What follows belongs to an exercise in optimizing a design on an open flow for small area, a short achievable clock period and few clock cycles; a production flow would make more cautious choices.
Only simulation tests tie the RTL to the original design; equivalence was not proved.
Power and IR drop assume default switching activity.

Setup of try-indigo:
==> flow/design.v <==
`timescale 1ns / 1ps
module Data_selector(
	input clk,
	input rst,
	input data_collect_finish,
	input [7:0] data_in,
	output reg [7:0] data_out,
	output reg [13:0] read_select,
	output reg [13:0] write_out_se,
	output reg data_process_finish,
	output reg wr_enable
    );
	localparam integer H   = 9;                     
	localparam integer K   = H - 2;                 
	localparam integer R0L = 100 - H;               
	localparam [13:0] DN  = 100;                    
	localparam [13:0] DC  = 1 - 100 * (H - 1);      
	localparam [13:0] DB  = -199;                   
	localparam [13:0] DF  = -100 * (H - 1);         
	localparam [13:0] ALAST = (R0L - K + H - 1) * 100 + 99;
	localparam [13:0] A1  = -201;                   
	localparam [13:0] A2  = 100 * (H - 1) - 102;    
	localparam [13:0] A3  = 98;                     
	localparam [13:0] A5  = 100 * (H - 1) - 101;    
	localparam [13:0] A6  = -100 * K - 101;         
	localparam [13:0] A9  = -200;                   
	localparam [13:0] A10 = 9899;                   
	localparam [13:0] A11 = 100 * (H - 2) - 1;      
	localparam [13:0] A12 = 100 * (H - 2);          
	localparam [6:0] C98 = 7'd46;                   
	localparam [3:0] J7  = 4'd10;                   
	localparam [1:0] S_NONE = 2'd0, S_BLUR = 2'd1, S_COLC = 2'd2, S_ROWC = 2'd3;
	reg running;
	reg p1, p2;                  
	reg [3:0] j;                 
	reg [6:0] c;                 
	reg jl, j2, j1;              
	reg c0, c1, c99, cf;         
	reg bf, bl;                  
	reg [7:0] D [1:2*H-1];       
	reg [9:0] hp;                
	reg [9:0] h1, h2;            
	reg [11:0] q;                
	reg [1:0] src, src1;         
	reg [13:0] aoff, aoff1;      
	wire go = running | (data_collect_finish & ~data_process_finish & ~p1 & ~p2);
	wire [9:0] h0 = hp + {2'b0, data_in};
	wire [11:0] sum = q + {2'b0, h1};
	always @(*) begin
		src = S_NONE;
		aoff = A1;
		if (j2) begin
			if (c0) begin
				if (!bf) begin
					src = S_COLC;
					aoff = jl ? A3 : A6;
				end
			end
			else if (cf) begin
				src = S_COLC;
				aoff = jl ? A10 : A9;
			end
			else begin
				src = c1 ? S_COLC : S_BLUR;
				if (!jl) aoff = A1;
				else if (!c99) aoff = A2;
				else if (bl) aoff = A5;
				else aoff = A3;
			end
		end
		else if (j1) begin
			if (bf && !cf) begin src = S_ROWC; aoff = A9; end
		end
		else begin
			if (cf) begin src = S_ROWC; aoff = A12; end
			else if (bl && !c0) begin src = S_ROWC; aoff = A11; end
		end
	end
	wire [13:0] dsw = !c99 ? DC : bl ? DF : DB;
	wire [13:0] a_next = read_select + (jl ? dsw : DN);
	always @(posedge clk or posedge rst) begin
		if (rst) begin
			running <= 1'b0;
			p1 <= 1'b0;
			p2 <= 1'b0;
			j <= 4'd1;
			c <= 7'd1;
			jl <= 1'b0;
			j2 <= 1'b0;
			j1 <= 1'b0;
			c0 <= 1'b1;
			c1 <= 1'b0;
			c99 <= 1'b0;
			cf <= 1'b0;
			bf <= 1'b1;
			bl <= 1'b0;
			read_select <= 0;
			src1 <= S_NONE;
			wr_enable <= 1'b0;
			data_process_finish <= 1'b0;
		end
		else begin
			p2 <= p1;
			p1 <= 1'b0;
			src1 <= S_NONE;
			if (go) begin
				src1 <= src;
				running <= 1'b1;
				read_select <= (jl && cf) ? 14'd0 : a_next;
				if (!jl) begin
					j <= {j[2:0], j[3] ^ j[2]};
					jl <= (j == J7);
					j2 <= (j != 4'd1);
					j1 <= (j == 4'd1);
				end
				else begin
					j <= 4'd1;
					jl <= 1'b0;
					j2 <= 1'b0;
					j1 <= 1'b0;
					if (cf) begin
						c <= 7'd1;
						c0 <= 1'b1;
						cf <= 1'b0;
						bf <= 1'b1;
						bl <= 1'b0;
						running <= 1'b0;
						p1 <= 1'b1;
					end
					else if (c99) begin
						c99 <= 1'b0;
						if (bl) cf <= 1'b1;
						else begin
							c <= 7'd1;
							c0 <= 1'b1;
							bf <= 1'b0;
							bl <= (read_select == ALAST);
						end
					end
					else begin
						c <= {c[5:0], c[6] ^ c[5]};
						c0 <= 1'b0;
						c1 <= c0;
						c99 <= (c == C98);
					end
				end
			end
			else begin
				read_select <= 0;
				j <= 4'd1;
				c <= 7'd1;
				jl <= 1'b0;
				j2 <= 1'b0;
				j1 <= 1'b0;
				c0 <= 1'b1;
				c1 <= 1'b0;
				c99 <= 1'b0;
				cf <= 1'b0;
				bf <= 1'b1;
				bl <= 1'b0;
			end
			wr_enable <= (src1 != S_NONE);
			if (p2) data_process_finish <= 1'b1;
			else if (!data_collect_finish) data_process_finish <= 1'b0;
		end
	end
	integer k;
	always @(posedge clk) begin
		aoff1 <= aoff;
		D[1] <= data_in;
		for (k = 2; k <= 2 * H - 1; k = k + 1) D[k] <= D[k-1];
		hp <= {2'b0, D[2*H-1]} + {1'b0, D[H-1], 1'b0};
		h1 <= h0;
		h2 <= h1;
		q <= {2'b0, h2} + {1'b0, h1, 1'b0};
		write_out_se <= read_select + aoff1;
		case (src1)
			S_BLUR: data_out <= sum[11:4];
			S_COLC: data_out <= D[H+2];
			default: data_out <= D[2];
		endcase
	end
endmodule
clock: 5.5 ns
lec_check: 0
abc_area: 1
cap_margin: 20
core_margin: 2
core_utilization: 55
setup_slack_margin: 3.3
slew_margin: 20
standard.sh (not shown) runs the stock make flow with config.mk's settings and CLKGATE_MAP_FILE= SYNTH_SCRIPT=/design/flow/synth_recipe.tcl, a recipe that flattens the netlist after the stock synthesis.
==> flow/flow/run.sh <==
#!/bin/bash
# Standard ORFS layout (the standard.sh), with two changes:
#  - port buffers are the smallest buffer (buf_1) instead of clkdlybuf4s50_1;
#  - clock tree built from clkbuf_8 in clusters of up to 16 sinks, without dummy loads.
set -euo pipefail
bash standard.sh \
  "BUFFER_PORTS_ARGS=-buffer_cell sky130_fd_sc_hd__buf_1" \
  "CTS_ARGS=-sink_clustering_enable -repair_clock_nets -dont_use_dummy_load -buf_list sky130_fd_sc_hd__clkbuf_8 -sink_clustering_size 16 -sink_clustering_max_diameter 50" \
  finish > standard_flow.log 2>&1
Testbench counts of try-indigo, summed over its fixed seeds: cycles 302,736.
diff inputs: try-indigo => try-willow
--- a/flow/design.v
+++ b/flow/design.v
@@ -40,11 +40,10 @@
 	reg [7:0] D [1:2*H-1];       
 	reg [9:0] hp;                
-	reg [9:0] h1, h2;            
-	reg [11:0] q;                
+	reg [9:0] h1, h2, h3;        
 	reg [1:0] src, src1;         
 	reg [13:0] aoff, aoff1;      
 	wire go = running | (data_collect_finish & ~data_process_finish & ~p1 & ~p2);
 	wire [9:0] h0 = hp + {2'b0, data_in};
-	wire [11:0] sum = q + {2'b0, h1};
+	wire [11:0] sum = {2'b0, h3} + {1'b0, h2, 1'b0} + {2'b0, h1};
 	always @(*) begin
 		src = S_NONE;
@@ -173,5 +172,5 @@
 		h1 <= h0;
 		h2 <= h1;
-		q <= {2'b0, h2} + {1'b0, h1, 1'b0};
+		h3 <= h2;
 		write_out_se <= read_select + aoff1;
 		case (src1)
Notes after the runs:
Post-route minimum period, try-willow and try-indigo, higher one = try-willow.
Higher fraction of cell area in non-clock buffers was reported by try-willow, not try-indigo.
Number of nets produced by synthesis shrinks by a little under 10% when moving from try-indigo to try-willow.
Looking at synthesized cell count across try-willow and try-indigo, the one that comes out lower is try-willow.
On reported sequential group power, the higher figure sits with try-indigo, not try-willow.
Per the comparison of try-willow with try-indigo, clock latency at the later pin of the worst-skew pair essentially unchanged, total met3 wirelength after detailed routing saw a decrease, register-to-register slack fell 0.04 ns, length of routed met2 wiring decreased 1100 µm.
Going from try-indigo to try-willow, the number of flip-flops and latches was found to have gone down by about 0.8%.
try-willow against try-indigo: clock net sink count dropped 0.79%, wire length dropped 9.2%, data arrival time of the critical path climbed 0.02 ns, final cycle utilization of the critical path climbed 0.41 points.
Testbench counts of try-willow, summed over its fixed seeds: cycles 302,736.

[what the ideal ports hide]
The results above use ideal ports. As a check the final layouts listed here were re-extracted and re-timed, cells and wires unchanged. Step 1 sets driving cells, clkbuf_16 on the clock port and buf_2 on the other inputs (assumed; they add their load-dependent delay and slew). Step 2 times the ports against the registers' clock, not the clock port: input delays grow and output delays shrink by t, the midpoint of the rising clock arrivals with the driver on. Slacks: ideal / step 1 / step 2; pairs: ideal / step 1.
run | t (ns) | setup slack, ns | pins driven straight from the clock port
try-indigo | 0.549 | 3.341 / 3.305 / 2.944 | 1
try-willow | 0.530 | 3.318 / 3.279 / 3.000 | 1
After both steps every run listed still meets setup and hold. For try-indigo, which loses most, drivers alone change the setup slack by -0.036 ns; drivers and shift together by -0.397 ns.
